Source: an optimization exercise on an open RTL-to-GDS flow (aim: small area). Production flows keep margins and buffers that such runs may drop. The RTL was checked by simulation tests, not by an equivalence proof against the original design. The clock port is modelled as an ideal driver, which makes a skipped or thinned clock tree look cheaper than it is; a real chip needs a root buffer or a tree. Power figures rest on the tool's default switching activity, not on a simulated workload.

## JK
Design battleship, start of the top module:
module battleship(
input wire clk,
input wire rst,
input wire ARDUINO_A0,
input wire ARDUINO_A1,
input wire ARDUINO_A2,
input wire ARDUINO_A3,
output wire ARDUINO_IO0,
output wire ARDUINO_IO1,
output wire ARDUINO_IO2,
output wire ARDUINO_IO6,
output wire ARDUINO_IO7,
output wire ARDUINO_IO8,
output wire ARDUINO_IO9,
output wire ARDUINO_IO10,
output wire ARDUINO_IO11,
output reg ARDUINO_A4,
output reg ARDUINO_A5,
output wire PMOD1_D0_P,
output wire PMOD1_D0_N,
output wire PMOD1_D1_P,
output wire PMOD1_D1_N,
output wire PMOD1_D2_P,
output wire PMOD1_D2_N,
output wire PMOD2_D0_P,
output wire PMOD2_D0_N,
output wire PMOD2_D1_P,
output wire PMOD2_D2_P,
output wire PMOD2_D2_N,
output wire PMOD2_D3_P,
output wire ARDUINO_IO3,
output wire ARDUINO_IO4,
output wire ARDUINO_IO5
);
reg [5:0] sub;        
reg [1:0] pr, pc;
reg [2:0] q;          
localparam [5:0] SUB_DISP = 6'd48;    
localparam [5:0] SUB_LAST = 6'd9;     
wire dtick = (sub == SUB_DISP);
wire sub_last = (sub == SUB_LAST);
wire gtick = sub_last && q[1] && q[0] && (pr == 2'd1) && (pc == 2'd1);
wire       slot_wrap = pc[1] || (pr == 2'd3);
wire [1:0] nr = slot_wrap ? pr + 2'd1 : pr;
wire [1:0] nc = {!slot_wrap && pc[0], !slot_wrap && !pc[0]};
always @(posedge clk) begin
    sub <= (rst || sub_last) ? 6'd0 : {sub[4:0], ~(sub[5] ^ sub[4])};
    if (rst) begin
        pr <= 2'd3;
        pc <= 2'd0;
        q <= 0;
    end else if (dtick) begin
        pr <= nr;
        pc <= nc;
        if (pr == 2'd2 && pc[1])
            q <= {q[1:0], !(q[2] || q[1])};
    end
end
reg [1:0] step;
reg p2, big, atk;
reg [1:0] inputRow, inputCol;
reg [2:0] cnt;        
reg       first;      
reg [1:0] hitsP1, hitsP2;    
reg       turn;       
reg       hit;        
reg [8:0] fired1, fired2, ship1, ship2;
wire s_row = (step == 2'd0);
wire s_col = (step == 2'd1);
wire s_com = (step == 2'd2);
wire s_spc = (step == 2'd3);
wire on1 = atk && (!s_spc || !turn);
wire on2 = atk && (!s_spc || turn);
  ...
Size in the first run: roughly 400 cells after synthesis, roughly 74 flip-flops, ~3200 sq um of cells after synthesis.
Settings: LEC_CHECK=0, CAP_MARGIN=20, CORE_MARGIN=2, CORE_UTILIZATION=65, SLEW_MARGIN=20; clock period 5.0 ns.
standard.sh (not shown) runs the stock make flow with config.mk's settings and CLKGATE_MAP_FILE= SYNTH_SCRIPT=/design/flow/synth_recipe.tcl, a recipe that flattens the netlist after the stock synthesis.
==> flow/flow/run.sh <==
#!/bin/bash
# The standard layout with three changes:
#  - synthesis maps the logic with an area-oriented ABC script (flow/area.abc);
#    everything else in synthesis (registers, flattening, renaming) is the standard flow's own
#  - the port buffers are made from the smallest buffer cell
#  - the clock port drives four clock buffers, one per group of registers (flow/cts_hook.tcl)
set -e
here=$PWD
export MY_ABC_SCRIPT=$here/flow/area.abc
sed 's#log_cmd abc {\*}\$abc_args#log_cmd abc -script $::env(MY_ABC_SCRIPT) {*}[lrange $abc_args 2 end]#' \
    $FLOW_HOME/scripts/synth.tcl > $here/synth_area.tcl
grep -q 'MY_ABC_SCRIPT' $here/synth_area.tcl
sed "s#\$::env(SCRIPTS_DIR)/synth.tcl#$here/synth_area.tcl#" synth_recipe.tcl > $here/synth_recipe_area.tcl
grep -q 'synth_area.tcl' $here/synth_recipe_area.tcl
export BUFFER_PORTS_ARGS="-buffer_cell sky130_fd_sc_hd__buf_1"
export FLOW_CLOCK_PORT=clk
export FLOW_CLOCK_BUF=${FLOW_CLOCK_BUF_OVERRIDE:-sky130_fd_sc_hd__clkbuf_16}
export FLOW_CLOCK_LEVELS=${FLOW_CLOCK_LEVELS_OVERRIDE:-1}
export PRE_CTS_TCL=$here/flow/cts_hook.tcl
bash standard.sh SYNTH_SCRIPT=$here/synth_recipe_area.tcl finish > standard.log 2>&1
==> flow/flow/cts_hook.tcl <==
# Sourced before ORFS's CTS step (PRE_CTS_TCL). The clock port drives a few
# clock buffers directly; the registers are split into as many groups by
# recursive bisection of their placement, and each group's buffer sits at the
# group's centre. This replaces TritonCTS's tree; the rest of the CTS step
# (legalisation, timing repair) runs as usual.
proc my_split { sinks levels } {
  if { $levels == 0 || [llength $sinks] < 2 } { return [list $sinks] }
  set xs {}
  set ys {}
  foreach s $sinks { lappend xs [lindex $s 1]; lappend ys [lindex $s 2] }
  set w [expr { [tcl::mathfunc::max {*}$xs] - [tcl::mathfunc::min {*}$xs] }]
  set h [expr { [tcl::mathfunc::max {*}$ys] - [tcl::mathfunc::min {*}$ys] }]
  set key [expr { $w >= $h ? 1 : 2 }]
  set sorted [lsort -integer -index $key $sinks]
  set half [expr { [llength $sorted] / 2 }]
  return [concat [my_split [lrange $sorted 0 [expr { $half - 1 }]] [expr { $levels - 1 }]] \
                 [my_split [lrange $sorted $half end] [expr { $levels - 1 }]]]
}

proc clock_tree_synthesis { args } {
  set block [ord::get_db_block]
  set db [ord::get_db]
  set port_net [$block findNet $::env(FLOW_CLOCK_PORT)]
  set master [$db findMaster $::env(FLOW_CLOCK_BUF)]
  set sinks {}
  foreach it [$port_net getITerms] {
    set inst [$it getInst]
    set bb [$inst getBBox]
    lappend sinks [list $it [expr { ([$bb xMin] + [$bb xMax]) / 2 }] [expr { ([$bb yMin] + [$bb yMax]) / 2 }]]
  }
  set groups [my_split $sinks $::env(FLOW_CLOCK_LEVELS)]
  set k 0
  foreach g $groups {
    set buf [odb::dbInst_create $block $master clkbuf_leaf_$k]
    set net [odb::dbNet_create $block clknet_leaf_$k]
    $net setSigType CLOCK
    set sx 0
    set sy 0
    foreach s $g {
      set it [lindex $s 0]
      $it disconnect
      $it connect $net
      set sx [expr { $sx + [lindex $s 1] }]
      set sy [expr { $sy + [lindex $s 2] }]
    }
    set n [llength $g]
    [$buf findITerm A] connect $port_net
    [$buf findITerm X] connect $net
    $buf setLocation [expr { $sx / $n }] [expr { $sy / $n }]
    $buf setPlacementStatus PLACED
    puts "clock: buffer $k drives $n register clock pins"
    incr k
  }
  set_propagated_clock [all_clocks]
}
Other scripts of this flow, unchanged in this note and not shown: flow/flow/area.abc
Inputs modified between JK and MS:
diff --git a/flow/flow/run.sh b/flow/flow/run.sh
--- a/flow/flow/run.sh
+++ b/flow/flow/run.sh
@@ -17,2 +17,2 @@
-export FLOW_CLOCK_BUF=${FLOW_CLOCK_BUF_OVERRIDE:-sky130_fd_sc_hd__clkbuf_16}
-export FLOW_CLOCK_LEVELS=${FLOW_CLOCK_LEVELS_OVERRIDE:-1}
+export FLOW_CLOCK_BUF=${FLOW_CLOCK_BUF_OVERRIDE:-sky130_fd_sc_hd__clkbuf_8}
+export FLOW_CLOCK_LEVELS=${FLOW_CLOCK_LEVELS_OVERRIDE:-2}
Results
- Fraction of standard cell area in multi-input logic across MS and JK: no real change.
- Looking at MS and JK, the register-to-register slack is a wash.
- MS and JK ended up with nearly the same synthesized cell count.
- [compare] base=JK new=MS: final worst hold slack saw a decrease, period utilization about even, measured slew at the worst slew-check pin barely changed, final wirelength went up.
- Clock skew, MS and JK: larger value in MS
- Comparing MS with JK, the total power of the final layout came out essentially unchanged.
- MS: worst setup slack after layout is 3.7 ps higher than what JK reported.
- Total of fill cells in the finished design (lower): JK
In every run of this note, the design's own scripts or RTL, not TritonCTS, make the clock network.


## alpha
battleship, a different RTL version from the one above (not shown whole).
For scale: about 390 cells after synthesis, about 73 flip-flops, about 32 I/O pins, ~3200 sq um of cells after synthesis.
export LEC_CHECK = 0
export CAP_MARGIN = 20
export CORE_MARGIN = 2
export CORE_UTILIZATION = 65
export SLEW_MARGIN = 20
create_clock -name core_clock -period 5.0 [get_ports {clk}]
==> flow/flow/run.sh <==
#!/bin/bash
# The standard layout with three changes:
#  - synthesis maps the logic with an area-oriented ABC script (flow/area.abc);
#    everything else in synthesis (registers, flattening, renaming) is the standard flow's own
#  - the port buffers are made from the smallest buffer cell
#  - the clock port drives four clkbuf_8 buffers, one per group of registers
#    (flow/cts_hook.tcl), in place of TritonCTS's tree
# Each tool's output goes to standard.log and the ORFS logs under orfs/logs.
set -e
here=$PWD
export MY_ABC_SCRIPT=$here/flow/area.abc
sed 's#log_cmd abc {\*}\$abc_args#log_cmd abc -script $::env(MY_ABC_SCRIPT) {*}[lrange $abc_args 2 end]#' \
    $FLOW_HOME/scripts/synth.tcl > $here/synth_area.tcl
grep -q 'MY_ABC_SCRIPT' $here/synth_area.tcl
sed "s#\$::env(SCRIPTS_DIR)/synth.tcl#$here/synth_area.tcl#" synth_recipe.tcl > $here/synth_recipe_area.tcl
grep -q 'synth_area.tcl' $here/synth_recipe_area.tcl
export BUFFER_PORTS_ARGS="-buffer_cell sky130_fd_sc_hd__buf_1"
export FLOW_CLOCK_PORT=clk
export FLOW_CLOCK_BUF=sky130_fd_sc_hd__clkbuf_8
export FLOW_CLOCK_LEVELS=2
export PRE_CTS_TCL=$here/flow/cts_hook.tcl
bash standard.sh SYNTH_SCRIPT=$here/synth_recipe_area.tcl finish > standard.log 2>&1
==> flow/flow/area.abc <==
strash
&get -n
&fraig -x
&put
scorr
dc2
strash
&get -n
&dch -f
&nf -R 1000 -p
&put
Scripts as last shown in full above: flow/flow/cts_hook.tcl
Relative to alpha, the following input files were edited for beta:
Settings: SLEW_MARGIN changed from 20 to 0; CAP_MARGIN changed from 20 to 0; CORE_UTILIZATION changed from 65 to 80.
Findings:
- Summary of beta over alpha: area share of and/or/nand/nor cells after synthesis closely matched the old numbers, number of top-level pins stayed essentially flat, floorplan row count now smaller, count of flip-flops with a built-in enable after synthesis was more or less identical, post-synthesis net count level.
- For the x dimension of the die, beta came in about 9% lower than alpha did.
- The die height in beta sits about 9% below the value recorded for alpha.
- The flow ended early for beta: it failed with a tool error in global placement.
- alpha reached the end of the flow, and the finished layout is clean on the timing, design-rule and antenna checks.
- beta against alpha: netlist area before placement stayed essentially flat, post-synthesis instance total neither gained nor lost much, fraction of the mapped netlist area in compound gates now sits at about the same level.
Modified inputs, gamma compared to beta
Settings: CAP_MARGIN changed from 0 to 20; CORE_UTILIZATION changed from 80 to 90; SLEW_MARGIN changed from 0 to 20.
Between gamma and beta, the number of enable-type register cells in the synthesized netlist does not differ in any meaningful way. Status(gamma) = ERROR, stage = global placement without I/O. Summary of gamma over beta: height of the die moved down; initial core utilization increased by 8.9 points relative to the old numbers; die width lost 3.6 microns. As far as post-synthesis adder-cell area fraction goes, gamma and beta are indistinguishable; the numbers are identical.
Inputs modified between gamma and delta:
Settings: changing CORE_UTILIZATION from 90 to 80.
[summary]
Status: delta FAILED at global placement (tool error). Re per-instance average area after synthesis: no difference whatsoever between gamma and delta. From gamma to delta the numbers moved as follows: count of unique library cells instantiated by Yosys stayed essentially flat, fraction of synthesis flops using an asynchronous set or reset pin stayed essentially flat, gate count after technology mapping was more or less identical. Comparing delta against gamma, there is no change at all in cell area after technology mapping. Changes observed in delta relative to gamma: row count rose 1, share of the synthesized area in compound gates (AO/OA/AOI/OAI) about even, initial core utilization fell 8.9 points, width of the die rose about 6%. In delta, the vertical extent of the die came out 5.7% above the value in gamma.
The clock cells of alpha come from the design's own scripts or RTL, not from TritonCTS.


indigo:
Another version of the RTL of battleship (not shown whole).
Size: roughly 370 cells after synthesis, ~68 flip-flops, ~32 I/O pins.
export LEC_CHECK = 0
export CAP_MARGIN = 0
export CORE_MARGIN = 2
export CORE_UTILIZATION = 65
export SLEW_MARGIN = 0
create_clock -name core_clock -period 5.0 [get_ports {clk}]
==> flow/flow/run.sh <==
#!/bin/bash
# The standard layout with three changes:
#  - synthesis maps the logic with an area-oriented ABC script (flow/area.abc)
#    and leaves adders to ABC instead of mapping them to adder cells;
#    everything else in synthesis (registers, flattening, renaming) is the standard flow's own
#  - the port buffers are made from the smallest buffer cell
#  - the clock port drives four clkbuf_8 buffers, one per group of registers
#    (flow/cts_hook.tcl), in place of TritonCTS's tree
# Each tool's output goes to standard.log and the ORFS logs under orfs/logs.
set -e
here=$PWD
export MY_ABC_SCRIPT=$here/flow/area.abc
sed 's#log_cmd abc {\*}\$abc_args#log_cmd abc -script $::env(MY_ABC_SCRIPT) {*}[lrange $abc_args 2 end]#' \
    $FLOW_HOME/scripts/synth.tcl > $here/synth_area.tcl
grep -q 'MY_ABC_SCRIPT' $here/synth_area.tcl
sed "s#\$::env(SCRIPTS_DIR)/synth.tcl#$here/synth_area.tcl#" synth_recipe.tcl > $here/synth_recipe_area.tcl
grep -q 'synth_area.tcl' $here/synth_recipe_area.tcl
export BUFFER_PORTS_ARGS="-buffer_cell sky130_fd_sc_hd__buf_1"
export FLOW_CLOCK_PORT=clk
export FLOW_CLOCK_BUF=sky130_fd_sc_hd__clkbuf_8
export FLOW_CLOCK_LEVELS=2
export PRE_CTS_TCL=$here/flow/cts_hook.tcl
bash standard.sh SYNTH_SCRIPT=$here/synth_recipe_area.tcl ADDER_MAP_FILE= finish > standard.log 2>&1
==> flow/flow/area.abc <==
strash
&get -n
&fraig -x
&put
scorr
dc2
strash
&get -n
&dch -f
&nf -R 1000 -p -C 32 -F 8 -A 8
&put
Scripts as last shown in full above: flow/flow/cts_hook.tcl
indigo | status: complete | timing, DRC, antenna: pass
Modified inputs, quartz compared to indigo
# indigo
export LEC_CHECK = 0
export CAP_MARGIN = 0
export CORE_MARGIN = 2
export CORE_UTILIZATION = 65
export SLEW_MARGIN = 0
create_clock -name core_clock -period 5.0 [get_ports {clk}]
# quartz
export LEC_CHECK = 0
export CAP_MARGIN = 20
export CORE_MARGIN = 2
export CORE_UTILIZATION = 65
export SLEW_MARGIN = 20
create_clock -name core_clock -period 5.0 [get_ports {clk}]
==> comparison <==
Comparing quartz against indigo, there is no change at all in aggregate global-route resource usage. As far as number of cells traversed by the worst register-to-register path goes, indigo and quartz are indistinguishable; the numbers are identical. From quartz to indigo, multiplexer fraction of the synthesized cell area did not move at all. Worst slew margin relative to its limit: indigo vs quartz identical. As far as number of synthesized flops with an enable pin goes, quartz and indigo are indistinguishable; the numbers are identical. As far as summed instance area of the synthesized netlist goes, indigo and quartz are indistinguishable; the numbers are identical. Reported for quartz and indigo, synthesized cell count turned out identical to the last digit. Re die area: no difference whatsoever between indigo and quartz. Wire length per cell after detailed routing came out exactly the same in quartz and indigo. Reported for quartz and indigo, via count turned out identical to the last digit.
No run of this note takes its clock network from TritonCTS; it comes from the design's own scripts or RTL.


battleship with an RTL version that a note above also has.
For scale: ~32 I/O pins.
Design battleship, start of the top module:
module battleship(
input wire clk,
input wire rst,
input wire ARDUINO_A0,
input wire ARDUINO_A1,
input wire ARDUINO_A2,
input wire ARDUINO_A3,
output wire ARDUINO_IO0,
output wire ARDUINO_IO1,
output wire ARDUINO_IO2,
output wire ARDUINO_IO6,
output wire ARDUINO_IO7,
output wire ARDUINO_IO8,
output wire ARDUINO_IO9,
output wire ARDUINO_IO10,
output wire ARDUINO_IO11,
output reg ARDUINO_A4,
output reg ARDUINO_A5,
output wire PMOD1_D0_P,
output wire PMOD1_D0_N,
output wire PMOD1_D1_P,
output wire PMOD1_D1_N,
output wire PMOD1_D2_P,
output wire PMOD1_D2_N,
output wire PMOD2_D0_P,
output wire PMOD2_D0_N,
output wire PMOD2_D1_P,
output wire PMOD2_D2_P,
output wire PMOD2_D2_N,
output wire PMOD2_D3_P,
output wire ARDUINO_IO3,
output wire ARDUINO_IO4,
output wire ARDUINO_IO5
);
export LEC_CHECK = 0
export CAP_MARGIN = 20
export CORE_MARGIN = 2
export CORE_UTILIZATION = 65
export CTS_BUF_LIST = sky130_fd_sc_hd__clkbuf_8
export CTS_CLUSTER_DIAMETER = 200
export CTS_CLUSTER_SIZE = 40
export SLEW_MARGIN = 20
create_clock -name core_clock -period 5.0 [get_ports {clk}]
==> flow/flow/run.sh <==
#!/bin/bash
# Standard layout, with the port buffers made from the smallest buffer cell.
set -e
export BUFFER_PORTS_ARGS="-buffer_cell sky130_fd_sc_hd__buf_1"
bash standard.sh > standard.log 2>&1
The first run went through all stages and came out clean.
Change:
==> flow/flow/run.sh (replaced) <==
#!/bin/bash
# The standard layout with three changes:
#  - synthesis maps the logic with an area-oriented ABC script (flow/area.abc);
#    everything else in synthesis (registers, flattening, renaming) is the standard flow's own
#  - the port buffers are made from the smallest buffer cell
#  - the clock tree uses clkbuf_8 buffers and no dummy loads
set -e
here=$PWD
export MY_ABC_SCRIPT=$here/flow/area.abc
sed 's#log_cmd abc {\*}\$abc_args#log_cmd abc -script $::env(MY_ABC_SCRIPT) {*}[lrange $abc_args 2 end]#' \
    $FLOW_HOME/scripts/synth.tcl > $here/synth_area.tcl
grep -q 'MY_ABC_SCRIPT' $here/synth_area.tcl
sed "s#\$::env(SCRIPTS_DIR)/synth.tcl#$here/synth_area.tcl#" synth_recipe.tcl > $here/synth_recipe_area.tcl
grep -q 'synth_area.tcl' $here/synth_recipe_area.tcl
export BUFFER_PORTS_ARGS="-buffer_cell sky130_fd_sc_hd__buf_1"
export CTS_ARGS="-buf_list sky130_fd_sc_hd__clkbuf_8 -root_buf sky130_fd_sc_hd__clkbuf_8 -dont_use_dummy_load -repair_clock_nets"
bash standard.sh SYNTH_SCRIPT=$here/synth_recipe_area.tcl finish > standard.log 2>&1
==> flow/flow/area.abc (new file) <==
strash
&get -n
&fraig -x
&put
scorr
dc2
strash
&get -n
&dch -f
&nf -R 1000 -p
&put
CTS_BUF_LIST = default   (was sky130_fd_sc_hd__clkbuf_8)
CTS_CLUSTER_DIAMETER = default   (was 200)
CTS_CLUSTER_SIZE = default   (was 40)
The new run finished clean.
Synthesized cell count drops by 8.0%.
Via count is higher by 1.3%.
Power fell by 16%.
Die area decreases by 11%.
Critical path depth is unchanged.
Clock skew goes up by 0.0049 ns.
Count of clock-buffer cells in the layout drops by 1.
First-iteration DRC count rose by 55%.
Wire length drops by 1.6%.
Worst setup slack is better by 0.12 ns.
Change:
==> flow/flow/run.sh (replaced) <==
#!/bin/bash
# Standard layout, with the port buffers made from the smallest buffer cell.
set -e
export BUFFER_PORTS_ARGS="-buffer_cell sky130_fd_sc_hd__buf_1"
bash standard.sh > standard.log 2>&1
CTS_BUF_LIST = sky130_fd_sc_hd__clkbuf_16   (was default)
CTS_CLUSTER_DIAMETER = 500   (was default)
CTS_CLUSTER_SIZE = 80   (was default)
removed: flow/flow/area.abc
Global-route usage is lower by 2.7 points.
Power is higher by a quarter to a third.
Maximum frequency is lower by a few percent.
Change:
==> flow/flow/run.sh (replaced) <==
#!/bin/bash
# Standard layout, with the port buffers made from the smallest buffer cell
# and a clock tree of few, large buffers without dummy loads.
set -e
export BUFFER_PORTS_ARGS="-buffer_cell sky130_fd_sc_hd__buf_1"
export CTS_ARGS="-buf_list sky130_fd_sc_hd__clkbuf_8 -root_buf sky130_fd_sc_hd__clkbuf_8 -dont_use_dummy_load -repair_clock_nets"
bash standard.sh > standard.log 2>&1
CTS_BUF_LIST = default   (was sky130_fd_sc_hd__clkbuf_16)
CTS_CLUSTER_DIAMETER = default   (was 500)
CTS_CLUSTER_SIZE = default   (was 80)
Result: Die area is unchanged. Setup slack is better by 0.078 ns. Non-clock buffer count goes up by 1. Synthesized cell count does not change. Cell area shrinks by 4.5%. Clock power goes down by 50%. Sequential power is about the same. Core utilization falls by 3.3 points. Register-to-register slack improved by 0.15 ns. Power drops by 26%.
Change:
==> flow/run.sh (new file) <==
#!/bin/bash
# synth_recipe.tcl (not shown) runs the flow's synth.tcl, then flattens the netlist and writes it again
# the make line also repeats each setting of config.mk as NAME=value (left out here)
make -C /OpenROAD-flow-scripts/flow DESIGN_CONFIG=/design/flow/config.mk WORK_HOME=/design/flow/orfs CLKGATE_MAP_FILE= SYNTH_SCRIPT=/design/flow/synth_recipe.tcl finish
CORE_UTILIZATION = 40   (was 65)
removed: flow/flow/run.sh
removed: flow/standard.sh
The new run completed without violations.
Die area came out higher by well over a third.
Maximum frequency decreases by roughly a tenth.
Area after synthesis stays the same.
Sequential share of layout area decreases by 2.7 points.
Worst setup slack gets worse by 0.44 ns.
Routed wire length is higher by roughly a tenth.
Global-route usage fell by 8.3 points.
Clock power goes up by a quarter to a third.

## static timing again, ports no longer ideal
The results above use ideal ports. As a check the final layouts listed here were re-extracted and re-timed, cells and wires unchanged. Step 1 assumes that a clkbuf_16 drives the clock port and a buf_2 every other input. Step 2, shift: input delay + t, output delay - t, t = (earliest + latest rising clock arrival at the registers) / 2. This alone moves slack from input paths to output paths. Slacks: no drivers / after step 1 / after step 2; pairs: no drivers / after step 1.
| run | t, ns | slack for setup (ns) | pins driven straight from the clock port |
|---|---|---|---|
| JK | 0.229 | 2.121 / 2.072 / 2.133 | 2 |
| MS | 0.223 | 2.125 / 2.093 / 2.125 | 4 |
| alpha | 0.220 | 1.974 / 1.974 / 1.974 | 4 |
| indigo | 0.216 | 2.035 / 1.976 / 2.059 | 4 |
| quartz | 0.216 | 2.035 / 1.976 / 2.059 | 4 |
| the first run of note 4 | 0.385 | 1.837 / 1.806 / 2.191 | 1 |
| the second run of note 4 | 0.379 | 1.959 / 1.929 / 2.149 | 1 |
| the third run of note 4 | 0.365 | 1.813 / 1.778 / 2.143 | 1 |
| the fourth run of note 4 | 0.363 | 1.891 / 1.862 / 2.225 | 1 |
| the fifth run of note 4 | 0.379 | 1.451 / 1.420 / 1.799 | 1 |
After both steps setup and hold are still met in every run listed.
